This is an optimization exercise on Yosys and OpenROAD, whose aim is small area, not a production implementation. Where RTL was checked, it was by simulation tests only, not by an equivalence proof against the original. Only the layout flow was run in runs 3 and 4; the RTL was not checked for function there. Power and IR drop assume default switching activity.

`flow/run.sh`:
```
#!/bin/bash
# synth_recipe.tcl (not shown) runs the flow's synth.tcl, then flattens the netlist and writes it again
# the make line also repeats each setting of config.mk as NAME=value (left out here)
make -C /OpenROAD-flow-scripts/flow DESIGN_CONFIG=/design/flow/config.mk WORK_HOME=/design/flow/orfs CLKGATE_MAP_FILE= SYNTH_SCRIPT=/design/flow/synth_recipe.tcl finish
```
`flow/config.mk`:
```
export PLATFORM = sky130hd
export DESIGN_NAME = measure_cotr
export DESIGN_NICKNAME = measure_cotr
export VERILOG_FILES = /design/flow/design.v
export SDC_FILE = /design/flow/constraint.sdc
export NUM_CORES = 4
export LEC_CHECK = 0
export CAP_MARGIN = 20
export CORE_MARGIN = 2
export CORE_UTILIZATION = 40
export SLEW_MARGIN = 20
```
`flow/constraint.sdc`:
```
create_clock -name core_clock -period 10.0 [get_ports {clk_sys}]
set_input_delay 2.0000 -clock core_clock [delete_from_list [all_inputs] [get_ports {clk_sys}]]
set_output_delay 2.0000 -clock core_clock [all_outputs]
set_load 0.01 [all_outputs]
```
`flow/design.v`:
```
`timescale 1ns / 1ps
module measure_cotr
(
    input           clk_sys,
    input           clk_samp,
    input           rst_n,
    input [11:0]    AD_data,
    output [1:0]    cotr_sig,
    output [23:0]   data_out
);
    localparam [2:0] PH_IDLE0 = 3'd0,
                     PH_IDLE1 = 3'd1,
                     PH_START = 3'd2,
                     PH_COUNT = 3'd3,
                     PH_DONE  = 3'd4,
                     PH_W     = 3'd5;
    reg        samp0, samp1;
    reg [2:0]  ph;
    reg [1:0]  cotr;
    reg [7:0]  cnt;
    reg [22:0] dout;
    reg [3:0]  k;
    reg        m;
    reg        c;
    reg [13:0] P;
    reg [11:0] Q;
    reg [29:0] S;
    wire strobe   = samp0 & ~samp1;
    wire counting = (ph == PH_COUNT);
    wire cnt_full = &cnt;
    wire cnt_last = (cnt == 8'd254);
    wire active   = |k;
    wire [12:0] term = Q[0] ? {Q[11:1], 1'b0, 1'b1} : 13'd0;
    wire [13:0] V    = {2'b00, P[13:2]} + {1'b0, term};
    wire [1:0]  d    = (k <= 4'd11) ? V[1:0] : 2'b00;
    wire [1:0]  a    = m ? 2'b00 : S[1:0];
    wire        s0   = a[0] ^ d[0] ^ c;
    wire        c0   = (a[0] & d[0]) | (a[0] & c) | (d[0] & c);
    wire        s1   = a[1] ^ d[1] ^ c0;
    wire        c1   = (a[1] & d[1]) | (a[1] & c0) | (d[1] & c0);
    wire [21:0] res  = S[27:6];
    always @(posedge clk_sys) begin
        samp0 <= clk_samp;
        samp1 <= samp0;
    end
    always @(posedge clk_sys) begin
        Q <= strobe ? AD_data : {1'b0, Q[11:1]};
        P <= strobe ? 14'd0 : V;
        c <= active & c1;
        if (active)
            S <= {s1, s0, S[29:2]};
    end
    always @(posedge clk_sys) begin
        if (!rst_n) begin
            k <= 4'd0;
            m <= 1'b1;
        end else begin
            k <= (strobe | active) ? k + 4'd1 : 4'd0;
            if (strobe)
                m <= m | ~counting | cnt_last;
            else if (&k)
                m <= 1'b0;
        end
    end
    always @(posedge clk_sys) begin
        if (!rst_n) begin
            ph   <= PH_IDLE0;
            cotr <= 2'b00;
            cnt  <= 8'd0;
            dout <= 23'd0;
        end else begin
            case (ph)
                PH_IDLE0: ph <= PH_IDLE1;
                PH_IDLE1: begin
                    cotr <= 2'b00;
                    ph   <= PH_START;
                end
                PH_W: begin
                    cotr <= {cotr[0], ~cotr[0]};
                    ph   <= PH_START;
                end
                PH_START: ph <= PH_COUNT;
                PH_COUNT: begin
                    if (cnt_full) begin
                        cnt <= 8'd0;
                        ph  <= PH_DONE;
                    end else if (strobe)
                        cnt <= cnt + 8'd1;
                end
                PH_DONE: begin
                    if (res >= 22'd13141 || cotr[1]) begin
                        dout <= {cotr[1], res};
                        ph   <= PH_IDLE0;
                    end else
                        ph <= PH_W;
                end
                default: ph <= PH_IDLE0;
            endcase
        end
    end
    assign cotr_sig = cotr;
    assign data_out = {dout[22], 1'b0, dout[21:0]};
endmodule
```
==> results.yml, run 1 <==
setup_path:
  cp_max_fo: 4
  cp_data_arrival_time_ns: 1.34
  startpoint_type: "flip-flop"
  critPathCaptureType: "output port"
  slowest_stage: "clkdlybuf4s50_1"
  cp_cell_sequence: "clkdlybuf4s50_1"
  required_ns: 8.00
  slowest_delay_ns: 0.56
  critical_path_class: "reg2out"
  cp_num_buf_inv: 1
  critPathTopFamily: "buffers and inverters"
logic_synthesis:
  synth-seq-cells: 98
  synth_top_family_by_area: "simple AND/OR/NAND/NOR gates"
  yosys.area_share.simple: 0.192
  yosysUniqueCellTypes: 52
  ys_seq_area_frac: 0.546
  synthAdderAreaFrac: 0.0580
  synthArstFlopShare: 0
  synth_compound_area_frac: 0.142
  synth_edf_count: 30
  yosysWarnings: 1
  syn-cell-area_um2: 4150
  yosys.area_share.xor_xnor: 0.0317
  synthMuxAreaShare: 0.00272
  netlist_instances: 406
  synth_ff_type: "dfxtp_1"
  synth_nets: 439
  syn_avg_cell_area_um2: 10.2
layout:
  fin_util: 0.477
  syn_to_final_growth_pct: 17.3
  final_cell_mix: "88 x nand2_1, 68 x dfxtp_1, 38 x clkdlybuf4s50_1, 30 x edfxtp_1, 25 x nor2_1"
  final_nets: 477
  antenna_cells: 0
  nFillCells: 982
  drive_above_1_share: 0.0579
  layout_commonest_cell: "nand2_1"
cts:
  hold_buffers: 0
  clock_latency_ns: 0.36
  cts.sinks: 98
  clkTransAtPathRegs_ns: 0.10
  postCtsSetupBuffers: 0
  tritoncts: "yes"
  htreeDepth: 3
  postCtsResizedCells: 0
  cts_buffers: 9
  cts-root-buf: "clkbuf_8"
  cts.path.max_buffers: 2
die:
  core_um2: 10200
  core.rowCount: 37
  io-pin-count: 41
  die_y_um: 106
  die-area_um2: 11200
  initial_core_util: 0.407
  die_w_um: 106
sta:
  min_period_over_period: 0.334
  max_freq_mhz: 300
  setup_viol: 0
  grt_setup_unrepaired: "false"
  worst_pin_slew_ns: 0.833
  fin_ws_ns: 6.66
  slew_headroom: 0.444
  layout_min_cycle_time_ns: 3.34
  finClkSkew_ns: 0.00842
  slew_viol_final: 0
  hold_viol: 0
  setup_tns_ns: 0
placed_design:
  dp_slack_ns: 6.14
  portBuffers: 39
  post-dp-hpwl_mm: 5.19
  gp_congestion: 0.783
global_route:
  antenna_found_initial: 0
  grt_overflow: 0
  grt_first_pass_wirelength_mm: 13.1
  grt_max_degree: 38
  grt_pass1_vias: 2774
  grt_util_all_layers: 0.146
pwr:
  powerDensity_nw_per_um2: 170
  ir_drop_uv: 61.9
  p_sw_frac: 0.249
  p_leak_nw: 1.88
  pwr-share-seq: 0.556
  clkPwrFrac: 0.346
  intPower_mw: 0.620
  p_sw_mw: 0.205
  power.total_mw: 0.825
  power_frac_comb: 0.097
route:
  ant_nets: 0
  first_pass_iters: 4
  viasPerCell: 4.97
  vias: 2905
  drt_iter0_drc: 129
  route.detailed.drc: 0
  wl_per_cell_um: 12.7
  drt_wl_total_mm: 7.45
min_path:
  min_path_type: "reg2reg"
run:
  drv_cap: 0
status:
  outcome: "timing/DRC/antenna clean"
## power by group through the flow
stage / Combinational [mW] / Clock [mW] / Sequential [mW]
final: 0.0801 / 0.286 / 0.459
after global routing: 0.0930 / 0.310 / 0.463
after CTS: 0.0817 / 0.294 / 0.460
after detailed placement: 0.0809 / 0 / 0.468
after global placement: 0.0786 / 0 / 0.468
after floorplan: 0.0618 / 0 / 0.462
## path summary, 6_finish.rpt
path / depth (start not counted) / slack [ns] / start / to
worst min-delay path: 0 / 0.37 / samp0 / samp1
worst min register to register: 0 / 0.37 / samp0 / samp1
worst max register to register: 7 / 7.56 / Q[0] / P[12]
worst max-delay path: 1 / 6.66 / cotr[1] / cotr_sig[1]
## per-stage QoR
stage	hold WS [ns]	area, um2	cells
floorplan	0.345	4150	406
global placement	0.351	4640	569
detailed placement	0.365	4640	569
CTS	0.379	4870	585
global route	0.394	4860	585
finish	0.372	4860	585
## cell families (layout without fill, tap and decap cells)
logic type | count (synthesis) | in the layout
AO/OA/AOI/OAI | 77 | 77
XOR/XNOR | 15 | 15
adder cells (fa/ha/maj) | 18 | 18
buffers and inverters | 23 | 66
flip-flops | 98 | 98
multiplexers | 1 | 1
other | 1 | 1
AND/OR/NAND/NOR | 173 | 173
## cells in the mapped netlist (4+ instances only)
| master | n | share of area |
|---|---|---|
| dfxtp_1 | 68 | 0.33 |
| nor3_1 | 5 | 0.0060 |
| and3_1 | 4 | 0.0060 |
| o31ai_1 | 4 | 0.0072 |
| and2_1 | 19 | 0.029 |
| edfxtp_1 | 30 | 0.22 |
| a21oi_1 | 10 | 0.012 |
| o211ai_1 | 5 | 0.0091 |
| o21ai_0 | 4 | 0.0048 |
| nor2b_1 | 8 | 0.012 |
| ha_1 | 16 | 0.048 |
| nand2b_1 | 5 | 0.0075 |
| nand2_1 | 88 | 0.080 |
| nand4_1 | 4 | 0.0060 |
| xor2_1 | 8 | 0.017 |
| inv_1 | 9 | 0.0081 |
| nand3_1 | 7 | 0.0085 |
| nor2_1 | 25 | 0.023 |
| a21boi_1 | 20 | 0.036 |
| xnor2_1 | 7 | 0.015 |
| clkbuf_1 | 9 | 0.0081 |
## final cells by class
type	count	area (um2)	share of cell area
flip-flops and latches	98	2260	0.465
well taps	136	170	0.0350
inverters	9	33.8	0.00695
repair buffers	41	400	0.0823
clock inverters	7	101	0.0208
multi-input cells	285	1770	0.364
clock buffers	9	124	0.0255
## sequential cells by signal (all words and copies together) (netlist names)
register  cells
S            30
cnt           8
c             1
P            12
samp1         1
m             1
samp0         1
Q            12
ph            3
cotr          2
dout         23
k             4
## routing by layer
metal	share of wire	vias up	routed length [um]	global-route usage
li1	-	1490	-	-
met1	0.50	1363	3710	0.196
met2	0.45	39	3360	0.224
met3	0.030	13	223	0.0353
met4	0.022	0	165	0.0648
met5	0	-	0	0
==> run 2, diff against run 1 <==
--- a/flow/config.mk
+++ b/flow/config.mk
@@ -7,5 +7,8 @@
 export LEC_CHECK = 0
 export CAP_MARGIN = 20
 export CORE_MARGIN = 2
-export CORE_UTILIZATION = 40
+export CORE_UTILIZATION = 85
+export CTS_BUF_LIST = sky130_fd_sc_hd__clkbuf_2
+export CTS_CLUSTER_SIZE = 20
+export PLACE_DENSITY = 0.9
 export SLEW_MARGIN = 20
==> run 2 against run 1 <==
The run now fails in 3_3_place_gp. Synthesized cell count unchanged. Area after synthesis stayed put.
==> results.yml, run 2 <==
logic_synthesis:
  synth-seq-cells: 98
  synthTopCellsByArea: "dfxtp_1 33%, edfxtp_1 22%, nand2_1 8.0%"
  yosysUniqueCellTypes: 52
  synth.most_common_cell: "nand2_1"
  syn-cell-area_um2: 4150
  ys_top_cells_by_count: "88 x nand2_1, 68 x dfxtp_1, 30 x edfxtp_1"
  synth_top_area_cell: "dfxtp_1"
  synthArstFlopShare: 0
  syn_avg_cell_area_um2: 10.2
  yosysWarnings: 1
  synth_nets: 439
  netlist_instances: 406
  synth_ff_type: "dfxtp_1"
  synth_top_area_frac: 0.328
  synth_edf_count: 30
  ys_seq_area_frac: 0.546
die:
  die_y_um: 73.8
  core.rowCount: 25
  io-pin-count: 41
  die_w_um: 73.8
  initial_core_util: 0.878
placed_design:
  portBuffers: 39
status:
  error_line: "[ERROR GPL-0301] Utilization 104.081 % exceeds 100%."
  lastStage: "3_3_place_gp"
  outcome: "did not finish"
==> run 2: cell families after synthesis <==
logic type / synth area share
AO/OA/AOI/OAI: 0.142
XOR/XNOR: 0.0317
AND/OR/NAND/NOR: 0.192
adder cells (fa/ha/maj): 0.0580
other: 0.000905
multiplexers: 0.00272
buffers and inverters: 0.0272
flip-flops: 0.546
==> run 3, diff against run 2 <==
--- a/flow/design.v
+++ b/flow/design.v
@@ -12,8 +12,9 @@
                      PH_IDLE1 = 3'd1,
                      PH_START = 3'd2,
                      PH_COUNT = 3'd3,
-                     PH_DONE  = 3'd4,
-                     PH_W     = 3'd5;
+                     PH_LAST  = 3'd4,
+                     PH_DONE  = 3'd5,
+                     PH_W     = 3'd6;
     reg        samp0, samp1;
     reg [2:0]  ph;
     reg [1:0]  cotr;
@@ -22,16 +23,15 @@
     reg [3:0]  k;
     reg        m;
     reg        c;
-    reg [13:0] P;
+    reg [10:0] P;
     reg [11:0] Q;
     reg [29:0] S;
     wire strobe   = samp0 & ~samp1;
     wire counting = (ph == PH_COUNT);
-    wire cnt_full = &cnt;
-    wire cnt_last = (cnt == 8'd254);
+    wire cnt_last = (cnt == 8'h80);      
     wire active   = |k;
     wire [12:0] term = Q[0] ? {Q[11:1], 1'b0, 1'b1} : 13'd0;
-    wire [13:0] V    = {2'b00, P[13:2]} + {1'b0, term};
+    wire [12:0] V    = {2'b00, P} + term;
     wire [1:0]  d    = (k <= 4'd11) ? V[1:0] : 2'b00;
     wire [1:0]  a    = m ? 2'b00 : S[1:0];
     wire        s0   = a[0] ^ d[0] ^ c;
@@ -45,7 +45,7 @@
     end
     always @(posedge clk_sys) begin
         Q <= strobe ? AD_data : {1'b0, Q[11:1]};
-        P <= strobe ? 14'd0 : V;
+        P <= strobe ? 11'd0 : V[12:2];
         c <= active & c1;
         if (active)
             S <= {s1, s0, S[29:2]};
@@ -66,7 +66,7 @@
         if (!rst_n) begin
             ph   <= PH_IDLE0;
             cotr <= 2'b00;
-            cnt  <= 8'd0;
+            cnt  <= 8'h01;
             dout <= 23'd0;
         end else begin
             case (ph)
@@ -81,12 +81,13 @@
                 end
                 PH_START: ph <= PH_COUNT;
                 PH_COUNT: begin
-                    if (cnt_full) begin
-                        cnt <= 8'd0;
-                        ph  <= PH_DONE;
-                    end else if (strobe)
-                        cnt <= cnt + 8'd1;
+                    if (strobe) begin
+                        cnt <= {cnt[6:0], cnt[7] ^ cnt[5] ^ cnt[4] ^ cnt[3]};
+                        if (cnt_last)
+                            ph <= PH_LAST;
+                    end
                 end
+                PH_LAST: ph <= PH_DONE;
                 PH_DONE: begin
                     if (res >= 22'd13141 || cotr[1]) begin
                         dout <= {cotr[1], res};
--- a/flow/config.mk
+++ b/flow/config.mk
@@ -7,8 +7,8 @@
 export LEC_CHECK = 0
 export CAP_MARGIN = 20
 export CORE_MARGIN = 2
-export CORE_UTILIZATION = 85
-export CTS_BUF_LIST = sky130_fd_sc_hd__clkbuf_2
-export CTS_CLUSTER_SIZE = 20
-export PLACE_DENSITY = 0.9
+export CORE_UTILIZATION = 70
+export CTS_BUF_LIST = sky130_fd_sc_hd__clkbuf_8
+export CTS_CLUSTER_DIAMETER = 100
+export CTS_CLUSTER_SIZE = 30
 export SLEW_MARGIN = 20
==> run 3 against run 2 <==
Now clean on timing, DRC and antenna. Area after synthesis is 0.15% higher. Synthesized cell count rose by 1.7%.
==> results.yml, run 3 <==
placed_design:
  post-dp-hpwl_mm: 5.10
  portBuffers: 39
  dp_cells: 508
  gp_congestion: 0.821
layout:
  final_cell_mix: "76 x nand2_1, 67 x dfxtp_1, 38 x clkdlybuf4s50_1, 32 x nand3_1, 30 x edfxtp_1"
  layout_commonest_cell: "nand2_1"
  multi_input_area_um2: 1750
  fin_util: 0.821
  final_nets: 474
  antenna_cells: 0
  largest_reg_flops: 30
  syn_to_final_growth_pct: 15.1
  top_regs: "S: 30 flops, dout: 23 flops, Q: 12 flops"
  ff_latch_area_um2: 2240
  nFillCells: 358
  finalNonFillerCells: 524
  top_register: "S"
  drive_above_1_share: 0.0958
sta:
  finClkSkew_ns: 0.0129
  max_freq_mhz: 297
  setup_viol: 0
  grt_setup_unrepaired: "false"
  min_period_over_period: 0.337
  hold_viol: 0
  layout_min_cycle_time_ns: 3.37
  worst_pin_slew_ns: 0.948
  setup_tns_ns: 0
  slew_headroom: 0.368
  slew_viol_final: 0
logic_synthesis:
  syn_avg_cell_area_um2: 10.1
  synth_top_area_cell: "dfxtp_1"
  yosysUniqueCellTypes: 47
  synth_edf_count: 30
  synthArstFlopShare: 0
  ys_seq_area_frac: 0.540
  yosysWarnings: 1
  synth-seq-cells: 97
  syn-cell-area_um2: 4150
  netlist_instances: 413
  synth_top_area_frac: 0.323
  ys_top_cells_by_count: "76 x nand2_1, 67 x dfxtp_1, 32 x nand3_1"
  synth.most_common_cell: "nand2_1"
  synth_nets: 443
  synthTopCellsByArea: "dfxtp_1 32%, edfxtp_1 22%, nand2_1 6.9%"
  synth_ff_type: "dfxtp_1"
cts:
  postCtsResizedCells: 0
  clkTransAtPathRegs_ns: 0.09
  tritoncts: "yes"
  htreeDepth: 3
  cts.sinks: 97
  cts_buffers: 9
  hold_buffers: 0
  cts.path.max_buffers: 2
  clock_latency_ns: 0.36
  postCtsSetupBuffers: 0
  cts-root-buf: "clkbuf_8"
die:
  die-area_um2: 6560
  initial_core_util: 0.714
  die_w_um: 81.0
  core_um2: 5820
  die_y_um: 81.0
  io-pin-count: 41
  core.rowCount: 28
route:
  ant_nets: 0
  vias: 2994
  wl_per_cell_um: 14.5
  route.detailed.drc: 0
  first_pass_iters: 4
  drt_wl_total_mm: 7.59
  viasPerCell: 5.71
  drt_iter0_drc: 187
global_route:
  grt_overflow: 0
  grt_first_pass_wirelength_mm: 12.6
  grt_max_degree: 62
  grt_util_all_layers: 0.250
  antenna_found_initial: 0
  grt_pass1_vias: 2765
setup_path:
  critPathTopFamily: "buffers and inverters"
  cp_data_arrival_time_ns: 1.37
  cp_max_fo: 5
  slowest_stage: "clkdlybuf4s50_1"
  critical_path_class: "reg2out"
  cp_num_buf_inv: 1
  cp_cell_sequence: "clkdlybuf4s50_1"
  required_ns: 8.00
  reg2reg_slack_ns: 7.69
  critPathCaptureType: "output port"
  slowest_delay_ns: 0.58
  startpoint_type: "flip-flop"
run:
  drv_cap: 0
pwr:
  p_sw_frac: 0.246
  clkPwrFrac: 0.349
  intPower_mw: 0.648
  pwr-share-seq: 0.535
  ir_drop_uv: 212
  powerDensity_nw_per_um2: 180
  power_frac_comb: 0.116
  p_sw_mw: 0.212
  p_leak_nw: 1.80
  power.total_mw: 0.860
min_path:
  min_path_type: "reg2reg"
status:
  outcome: "timing/DRC/antenna clean"
==> run 3: cell count changes after synthesis, sizes merged, moves of 5 or more <==
cell,before,now
a21boi,22,1
o21ai,5,33
nand2,88,76
nor2,25,19
mux2i,0,8
and2,19,12
buf,5,10
nand3,7,32
nor3,5,11
==> run 3: final cells by class <==
cell class              instances  area share
multi-input cells             284       0.367
inverters                       9     0.00707
repair buffers                 43      0.0870
flip-flops and latches         97       0.469
clock inverters                 7      0.0244
clock buffers                   9      0.0259
well taps                      75      0.0196
==> run 3: kinds of logic (layout without fill, tap and decap cells) <==
logic type                 after synthesis  after routing  share of synthesized area
AOI/OAI and AO/OA                       70             70                      0.123
xor gates and xnor gates                11             11                     0.0232
adders and majority gates               15             15                     0.0488
buffers and inverters                   32             68                     0.0386
DFF                                     97             97                      0.540
muxes                                    8              8                     0.0193
other                                    1              1                   0.000903
and+or+nand+nor                        179            179                      0.206
==> run 3: worst paths after layout <==
check,from,endpoint,cells after the start
min reg2reg,samp0,samp1,0
max,cotr[1],cotr_sig[1],1
max reg2reg,Q[0],P[8],7
min,samp0,samp1,0
==> run 3: power groups by stage <==
stage / clock (mW) / sequential, mW / combinational [mW]
floorplan: 0 / 0.462 / 0.0789
global placement: 0 / 0.468 / 0.0943
detailed placement: 0 / 0.469 / 0.0980
CTS: 0.303 / 0.461 / 0.0996
global route: 0.321 / 0.464 / 0.113
finish: 0.300 / 0.460 / 0.0994
==> run 3: per-layer routing <==
metal | track usage | part of all wire | vias up | wire [um]
met3 | 0.0644 | 0.040 | 11 | 303
met2 | 0.416 | 0.49 | 70 | 3700
met4 | 0.0644 | 0.013 | 0 | 98
met5 | 0 | 0 | - | 0
li1 | - | - | 1499 | -
met1 | 0.327 | 0.46 | 1414 | 3490
==> run 3: per-stage QoR <==
step / worst slack [ns] / hold slack (ns) / area, um2
after global placement: 6.68 / 0.359 / 4540
after detailed placement: 6.66 / 0.364 / 4540
after global routing: 6.58 / 0.384 / 4780
after CTS: 6.63 / 0.375 / 4780
after floorplan: 7.30 / 0.345 / 4150
final: 6.63 / 0.375 / 4780
==> run 4, diff against run 3 <==
==> flow/flow/run.sh (new file) <==
#!/bin/bash
# Standard layout, with the port buffers made from buf_1 and no dummy clock loads.
export BUFFER_PORTS_ARGS="-buffer_cell sky130_fd_sc_hd__buf_1"
bash standard.sh > standard.log 2>&1
==> flow/standard.sh (new file) <==
#!/bin/bash
# synth_recipe.tcl (not shown) runs the flow's synth.tcl, then flattens the netlist and writes it again
# the make line also repeats each setting of config.mk as NAME=value (left out here)
make -C /OpenROAD-flow-scripts/flow DESIGN_CONFIG=/design/flow/config.mk WORK_HOME=/design/flow/orfs CLKGATE_MAP_FILE= SYNTH_SCRIPT=/design/flow/synth_recipe.tcl "${@:-finish}"
--- a/flow/config.mk
+++ b/flow/config.mk
@@ -8,7 +8,4 @@
 export CAP_MARGIN = 20
 export CORE_MARGIN = 2
 export CORE_UTILIZATION = 70
-export CTS_BUF_LIST = sky130_fd_sc_hd__clkbuf_8
-export CTS_CLUSTER_DIAMETER = 100
-export CTS_CLUSTER_SIZE = 30
 export SLEW_MARGIN = 20
removed: flow/run.sh
==> run 4 against run 3 <==
Sequential share of layout area up 2.8 points. Area after synthesis unchanged. Synthesized cell count did not move. Total power shrank 4.4%. Largest cell class unchanged.
==> results.yml, run 4 <==
layout:
  largest_reg_flops: 30
  multi_input_area_um2: 1750
  layout_commonest_cell: "nand2_1"
  fin_util: 0.776
  final_nets: 474
  drive_above_1_share: 0.0980
  ff_latch_area_um2: 2240
  antenna_cells: 0
  top_regs: "S: 30 flops, dout: 23 flops, Q: 12 flops"
  top_register: "S"
  syn_to_final_growth_pct: 8.65
  nFillCells: 424
  final_cell_mix: "76 x nand2_1, 67 x dfxtp_1, 38 x buf_1, 32 x nand3_1, 30 x edfxtp_1"
logic_synthesis:
  synth.most_common_cell: "nand2_1"
  yosysUniqueCellTypes: 47
  ys_top_cells_by_count: "76 x nand2_1, 67 x dfxtp_1, 32 x nand3_1"
  ys_seq_area_frac: 0.540
  synth_ff_type: "dfxtp_1"
  synth-seq-cells: 97
  synth_top_area_cell: "dfxtp_1"
  netlist_instances: 413
  yosysWarnings: 1
  synth_nets: 443
  syn_avg_cell_area_um2: 10.1
  synthTopCellsByArea: "dfxtp_1 32%, edfxtp_1 22%, nand2_1 6.9%"
  syn-cell-area_um2: 4150
  synth_top_area_frac: 0.323
  synthArstFlopShare: 0
  synth_edf_count: 30
sta:
  max_freq_mhz: 332
  layout_min_cycle_time_ns: 3.01
  finClkSkew_ns: 0.0139
  min_period_over_period: 0.301
  setup_tns_ns: 0
  setup_viol: 0
  worst_pin_slew_ns: 0.979
  grt_setup_unrepaired: "false"
  slew_viol_final: 0
  slew_headroom: 0.347
  hold_viol: 0
setup_path:
  critPathCaptureType: "flip-flop"
  critical_path_class: "in2reg"
  startpoint_type: "primary input"
  cp_data_arrival_time_ns: 3.30
  required_ns: 10.29
  cp_max_fo: 61
die:
  core.rowCount: 28
  io-pin-count: 41
  core_um2: 5820
  initial_core_util: 0.714
  die_w_um: 81.0
  die-area_um2: 6560
  die_y_um: 81.0
pwr:
  ir_drop_uv: 117
  powerDensity_nw_per_um2: 182
  p_leak_nw: 1.70
cts:
  cts_buffers: 9
  hold_buffers: 0
  clock_latency_ns: 0.36
  postCtsSetupBuffers: 0
  cts.sinks: 97
  cts-root-buf: "clkbuf_8"
  htreeDepth: 3
  tritoncts: "yes"
  postCtsResizedCells: 0
  cts.path.max_buffers: 2
  clkTransAtPathRegs_ns: 0.08
route:
  route.detailed.drc: 0
  drt_iter0_drc: 172
  wl_per_cell_um: 13.9
  vias: 2939
  ant_nets: 0
  viasPerCell: 5.61
  drt_wl_total_mm: 7.27
  first_pass_iters: 4
global_route:
  grt_pass1_vias: 2640
  grt_util_all_layers: 0.239
  antenna_found_initial: 0
  grt_overflow: 0
  grt_first_pass_wirelength_mm: 12.0
  grt_max_degree: 62
run:
  drv_cap: 0
min_path:
  min_path_type: "reg2reg"
placed_design:
  gp_congestion: 0.802
  portBuffers: 39
  post-dp-hpwl_mm: 4.80
status:
  outcome: "timing/DRC/antenna clean"
[run 4: logic make-up (layout without fill, tap and decap cells)]
logic type,count (synthesis),count (layout),synth area share
muxes,8,8,0.0193
DFF,97,97,0.540
adders and majority gates,15,15,0.0488
other,1,1,0.000903
and+or+nand+nor,179,179,0.206
AOI/OAI and AO/OA,70,70,0.123
buffers and inverters,32,68,0.0386
xor gates and xnor gates,11,11,0.0232
[run 4: critical path: stages]
cell	delay, ns
buf_2	0.73
o21ai_0	0.37
nor2_1	0.17
[run 4: final timing paths]
kind | slack [ns] | to | depth (start not counted) | from
max | 6.99 | k[2] | 3 | rst_n
min | 0.39 | samp1 | 0 | samp0
max reg2reg | 7.76 | P[8] | 7 | Q[0]
min reg2reg | 0.39 | samp1 | 0 | samp0
[run 4: metrics by stage]
stage / area [um2] / setup WS, ns / power [mW] / hold slack [ns] / instances
final: 4510 / 6.99 / 0.822 / 0.385 / 524
after CTS: 4510 / 6.90 / 0.828 / 0.386 / 524
after global routing: 4510 / 6.85 / 0.858 / 0.394 / 524
after global placement: 4300 / 6.60 / 0.559 / 0.353 / 508
after detailed placement: 4300 / 6.53 / 0.564 / 0.366 / 508
after floorplan: 4150 / 7.30 / 0.540 / 0.345 / 413
[run 4: power by group]
part | switching (mW) | leakage (nW) | internal, mW | total [mW]
sequential | 0.0185 | 0.827 | 0.441 | 0.460
combinational | 0.0592 | 0.765 | 0.0367 | 0.0959
clock | 0.135 | 0.106 | 0.131 | 0.266
total | 0.213 | 1.70 | 0.609 | 0.822
[run 4: layout make-up]
type | count | area share
clock inverter | 5 | 0.0133
sequential | 97 | 0.497
tap | 75 | 0.0208
multi-input combinational | 284 | 0.388
inverter | 9 | 0.00749
clock buffer | 11 | 0.0336
timing repair buffer | 43 | 0.0394
[run 4: routing by layer]
metal | GRT usage | share of wire | wire (um)
met5 | 0 | 0 | 0
met4 | 0.110 | 0.026 | 191
met3 | 0.0411 | 0.044 | 321
met2 | 0.379 | 0.46 | 3380
met1 | 0.323 | 0.47 | 3380

==> what the ideal ports hide <==
No port has a modelled driver above. Below, the same layouts with a new extraction and two added sets of constraints.
Step 1: set_driving_cell puts a clkbuf_16 on clk_sys and a buf_2 on each other input, an assumption about the parent block.
Step 2 times the ports against the registers' clock, not the clock port: input delays grow and output delays shrink by t, the midpoint of the rising clock arrivals with the driver on.
Three values: ideal ports, drivers, drivers and shift; two values: the first two.
| run | t, ns | slack for setup (ns) | worst setup path at the end | latest minus earliest clock arrival (ns) | slew at the worst register clock pin (ns) |
|---|---|---|---|---|---|
| run 1 | 0.396 | 6.665 / 6.630 / 7.025 | register to output | 0.009 / 0.009 | 0.10 / 0.10 |
| run 3 | 0.383 | 6.632 / 6.603 / 6.641 | input to register | 0.013 / 0.013 | 0.10 / 0.10 |
| run 4 | 0.386 | 6.991 / 6.996 / 6.610 | input to register | 0.014 / 0.014 | 0.10 / 0.10 |
After both steps setup and hold are still met in every run listed. The setup slack of run 4, which loses most, moves by +0.005 ns with the drivers and by -0.381 ns with both steps.
